Background: an optimization exercise with open tools, aiming at small area. Do not read the settings as production practice.
In this exercise RTL edits were held to simulation tests only and were not proved equivalent to the original.
The clock port is modelled as an ideal driver, which makes a skipped or thinned clock tree look cheaper than it is; a real chip needs a root buffer or a tree.
No activity file was given, so power comes from the tool's default toggle rates.

== job 101 ==
## timer
module timer #(
    parameter timerBaseAddr = 0,
    parameter timerbits = 16,
    parameter addrWidth = 32
) (
    input sel,
    enable,
    reset,
    clk,
    write,
    input logic [addrWidth-1:0] addr,
    input logic [timerbits-1:0] wdata,
    output logic [timerbits-1:0] rdata,
    output logic ready,
    slverr
);
Size in the first run: about 260 cells after synthesis, ~55 flip-flops, ~71 I/O pins, ~2100 µm² of cells after synthesis.
==> flow/config.mk <==
export PLATFORM = sky130hd
export DESIGN_NAME = timer
export DESIGN_NICKNAME = timer
export VERILOG_FILES = /design/flow/design.v
export SDC_FILE = /design/flow/constraint.sdc
export NUM_CORES = 4
export LEC_CHECK = 0
export CAP_MARGIN = 20
export CORE_MARGIN = 2
export CORE_UTILIZATION = 70
export GPL_TIMING_DRIVEN = 0
export SLEW_MARGIN = 20
==> flow/constraint.sdc <==
create_clock -name core_clock -period 4.0 [get_ports {clk}]
set_input_delay 0.8000 -clock core_clock [delete_from_list [all_inputs] [get_ports {clk}]]
set_output_delay 0.8000 -clock core_clock [all_outputs]
set_load 0.01 [all_outputs]
standard.sh (not shown) runs the stock make flow with config.mk's settings and CLKGATE_MAP_FILE= SYNTH_SCRIPT=/design/flow/synth_recipe.tcl, a recipe that flattens the netlist after the stock synthesis.
==> flow/flow/run.sh <==
#!/bin/bash
# Layout flow: the standard flow (standard.sh) with three changes:
#  - synthesis is ORFS's synthesis script with an area-oriented ABC script
#    (flow/area.abc) and without the half-adder extraction step;
#  - the ports are buffered with the smallest buffer (buf_1);
#  - the clock is buffered by flow/cts_hook.tcl (four clock buffers, each
#    driving a nearby group of flip-flops) instead of TritonCTS;
#  - the repair steps may use only small buffers (flow/small_bufs.tcl).
# Each tool's full output is in the ORFS logs under orfs/logs/, and make's in
# the *.log files here.
set -euo pipefail
HERE=$(pwd)
FLOWDIR=$HERE/flow

# Synthesis script: ORFS's synth.tcl with ABC running flow/area.abc.
sed "s|  log_cmd abc {\*}\$abc_args|  set abc_args [lreplace \$abc_args 1 1 $FLOWDIR/area.abc]\n  log_cmd abc {*}\$abc_args|" \
  "$FLOW_HOME/scripts/synth.tcl" > "$HERE/area_synth.tcl"
grep -q "area.abc" "$HERE/area_synth.tcl"
sed "s|source \$::env(SCRIPTS_DIR)/synth.tcl|source $HERE/area_synth.tcl|" \
  "$HERE/synth_recipe.tcl" > "$HERE/area_synth_recipe.tcl"
grep -q "area_synth.tcl" "$HERE/area_synth_recipe.tcl"

# standard.sh with that synthesis script and no adder mapping.
sed -e "s|SYNTH_SCRIPT=[^ ]*|SYNTH_SCRIPT=$HERE/area_synth_recipe.tcl ADDER_MAP_FILE=|" \
  "$HERE/standard.sh" > "$HERE/area_standard.sh"
grep -q "area_synth_recipe.tcl" "$HERE/area_standard.sh"

export BUFFER_PORTS_ARGS="-buffer_cell sky130_fd_sc_hd__buf_1"
export PRE_CTS_TCL="$FLOWDIR/cts_hook.tcl"
export PRE_GLOBAL_PLACE_TCL="$FLOWDIR/small_bufs.tcl"
export PRE_RESIZE_TCL="$FLOWDIR/small_bufs.tcl"
export PRE_GLOBAL_ROUTE_TCL="$FLOWDIR/small_bufs.tcl"

bash "$HERE/area_standard.sh" > "$HERE/flow_make.log" 2>&1
==> flow/flow/area.abc <==
strash
dch -f
amap
strash
dch -f
amap
topo
Other scripts of this flow, unchanged in this note and not shown: flow/flow/clkbuf.tcl, flow/flow/cts_hook.tcl, flow/flow/small_bufs.tcl
Job 101 ran to completion and came out clean on the timing, DRC and antenna checks.
Input-level comparison between job 102 and job 101:
--- a/flow/flow/run.sh
+++ b/flow/flow/run.sh
@@ -1,6 +1,7 @@
 #!/bin/bash
-# Layout flow: the standard flow (standard.sh) with three changes:
-#  - synthesis is ORFS's synthesis script with an area-oriented ABC script
-#    (flow/area.abc) and without the half-adder extraction step;
+# Layout flow: the standard flow (standard.sh) with these changes:
+#  - synthesis is ORFS's synthesis script without the half-adder extraction
+#    step, and with ABC run with each area-oriented script in flow/abc/,
+#    keeping the smallest mapping (flow/abc_best.tcl);
 #  - the ports are buffered with the smallest buffer (buf_1);
 #  - the clock is buffered by flow/cts_hook.tcl (four clock buffers, each
@@ -13,8 +14,8 @@
 FLOWDIR=$HERE/flow
 
-# Synthesis script: ORFS's synth.tcl with ABC running flow/area.abc.
-sed "s|  log_cmd abc {\*}\$abc_args|  set abc_args [lreplace \$abc_args 1 1 $FLOWDIR/area.abc]\n  log_cmd abc {*}\$abc_args|" \
+# Synthesis script: ORFS's synth.tcl with ABC run by flow/abc_best.tcl.
+sed "s|  log_cmd abc {\*}\$abc_args|  set area_abc_scripts [lsort [glob $FLOWDIR/abc/*.abc]]\n  source $FLOWDIR/abc_best.tcl|" \
   "$FLOW_HOME/scripts/synth.tcl" > "$HERE/area_synth.tcl"
-grep -q "area.abc" "$HERE/area_synth.tcl"
+grep -q "abc_best.tcl" "$HERE/area_synth.tcl"
 sed "s|source \$::env(SCRIPTS_DIR)/synth.tcl|source $HERE/area_synth.tcl|" \
   "$HERE/synth_recipe.tcl" > "$HERE/area_synth_recipe.tcl"
==> flow/flow/abc/b2.abc (new file) <==
strash
dch -f
amap
strash
dch -f
amap
topo
==> flow/flow/abc/b4.abc (new file) <==
strash
dc2
dch -f
amap
topo
==> flow/flow/abc/d1.abc (new file) <==
strash
dch -f
amap
strash
dch -f
amap
strash
dch -f
amap
topo
==> flow/flow/abc/d7.abc (new file) <==
strash
dch -f
map -a
strash
dch -f
amap
topo
==> flow/flow/abc/g3.abc (new file) <==
strash
dch -f
amap
strash
dch -f
amap
strash
balance; rewrite; refactor; balance; rewrite; rewrite -z; balance; refactor -z; rewrite -z; balance
dch -f
amap
topo
==> flow/flow/abc/g6.abc (new file) <==
strash
dch -f
map -a
strash
dch -f
map -a
strash
dch -f
amap
topo
==> flow/flow/abc/g8.abc (new file) <==
strash
fraig
balance -l
dch -f
amap
strash
balance -l
dch -f
amap
topo
==> flow/flow/abc_best.tcl (new file) <==
# Sourced by the synthesis script in place of its single ABC run: map the
# design with each ABC script in area_abc_scripts and keep the smallest result.
design -save area_pre_abc
set area_best ""
set area_best_val 0
set area_stat [file join $::env(RESULTS_DIR) area_abc_stat.txt]
foreach area_script $area_abc_scripts {
  design -load area_pre_abc
  log_cmd abc {*}[lreplace $abc_args 1 1 $area_script]
  tee -q -o $area_stat stat {*}$lib_args
  set fh [open $area_stat]
  set txt [read $fh]
  close $fh
  if {![regexp {Chip area for module '[^']*': ([0-9.]+)} $txt -> a]} {
    error "no area from stat after $area_script"
  }
  puts "ABC script $area_script: area $a"
  if {$area_best eq "" || $a < $area_best_val} {
    set area_best $area_script
    set area_best_val $a
    design -save area_best_abc
  }
}
design -load area_best_abc
puts "Chosen ABC script $area_best: area $area_best_val"
removed: flow/flow/area.abc
Notes after the runs:
- Where peak supply drop is concerned, job 101 is outperformed by job 102.
- Per the comparison of job 102 with job 101, horizontal die dimension held steady; combinational share of power lower; final setup slack of the worst path went down by 0.14 ns; layout overhead on the synthesized area went up by 0.28 points.
## Diff of input files: job 103 against job 102
--- a/flow/flow/run.sh
+++ b/flow/flow/run.sh
@@ -7,5 +7,7 @@
 #  - the clock is buffered by flow/cts_hook.tcl (four clock buffers, each
 #    driving a nearby group of flip-flops) instead of TritonCTS;
-#  - the repair steps may use only small buffers (flow/small_bufs.tcl).
+#  - the repair steps may use only small buffers (flow/small_bufs.tcl), and
+#    cells whose *_1 size has the area of their *_0 size use the *_1 size
+#    (flow/pre_resize.tcl).
 # Each tool's full output is in the ORFS logs under orfs/logs/, and make's in
 # the *.log files here.
@@ -30,5 +32,5 @@
 export PRE_CTS_TCL="$FLOWDIR/cts_hook.tcl"
 export PRE_GLOBAL_PLACE_TCL="$FLOWDIR/small_bufs.tcl"
-export PRE_RESIZE_TCL="$FLOWDIR/small_bufs.tcl"
+export PRE_RESIZE_TCL="$FLOWDIR/pre_resize.tcl"
 export PRE_GLOBAL_ROUTE_TCL="$FLOWDIR/small_bufs.tcl"
 
==> flow/flow/pre_resize.tcl (new file) <==
# PRE_RESIZE hook, before repair_design: the *_0 sizes of these cells have
# the same area as their *_1 sizes but drive less, so use the *_1 sizes, and
# keep the resizer to small buffers.
source [file join [file dirname [info script]] small_bufs.tcl]
foreach inst [get_cells *] {
  set m [get_property $inst ref_name]
  if {[regexp {^(sky130_fd_sc_hd__(o21ai|and2|or2|a21boi|o311ai))_0$} $m -> base]} {
    replace_cell $inst ${base}_1
  }
}
--- outcome ---
Compared job 103 against job 102; multi-input logic area within noise.
Job 103 -> job 102: post-route standard cell area excluding fillers flat
Via count delta (job 103 − job 102): favourable
Compared with job 102, in job 103 post-layout minimum cycle time moved up; hold slack moved up; fmax moved down.
Job 102 vs job 103, endpoint of the most critical setup path: current_value[15] vs current_value[1]
## Diff of input files: job 104 against job 103
- changing CORE_UTILIZATION from 70 to 80
==> run notes <==
- Job 103 → job 104: async set or reset register ratio after synthesis now sits at about the same level; width of the chip now sits lower; count of flip-flops with a built-in enable after synthesis now sits at about the same level; starting density of the core now sits higher; post-synthesis net count now sits at about the same level.
- Job 103 and job 104 ended up with nearly the same number of instances in the synthesized netlist.
- Job 104 vs job 103: placement row count down in job 104
- Re total of buffers placed on input and output ports: no difference whatsoever between job 103 and job 104.
- Run status, job 104: aborted in global placement (3_3_place_gp), error GPL-0301
In job 101, job 102 and job 103 the design's own scripts or RTL, not TritonCTS, make the clock network.

[re-timing with driven ports]
In the flow no input, the clock included, has a driving cell. The finished layouts below were timed again as built, in two steps. Step 1 assumes that a clkbuf_16 drives the clock port and a buf_2 every other input. Step 2 times the ports against the registers' clock, not the clock port: input delays grow and output delays shrink by t, the midpoint of the rising clock arrivals with the driver on. a / b / c = ideal ports / drivers / drivers and shift; a / b = the first two.
run	t (ns)	slack for setup (ns)	hold WS [ns]	worst data-port slew with drivers (ns)	pins driven straight from the clock port
job 101	0.190	0.540 / 0.562 / 0.372	0.459 / 0.459 / 0.459	0.05	4
job 102	0.196	0.399 / 0.426 / 0.231	0.457 / 0.457 / 0.457	0.03	4
job 103	0.198	0.259 / 0.289 / 0.091	0.460 / 0.460 / 0.460	0.04	4
After both steps setup and hold are still met in every run listed.
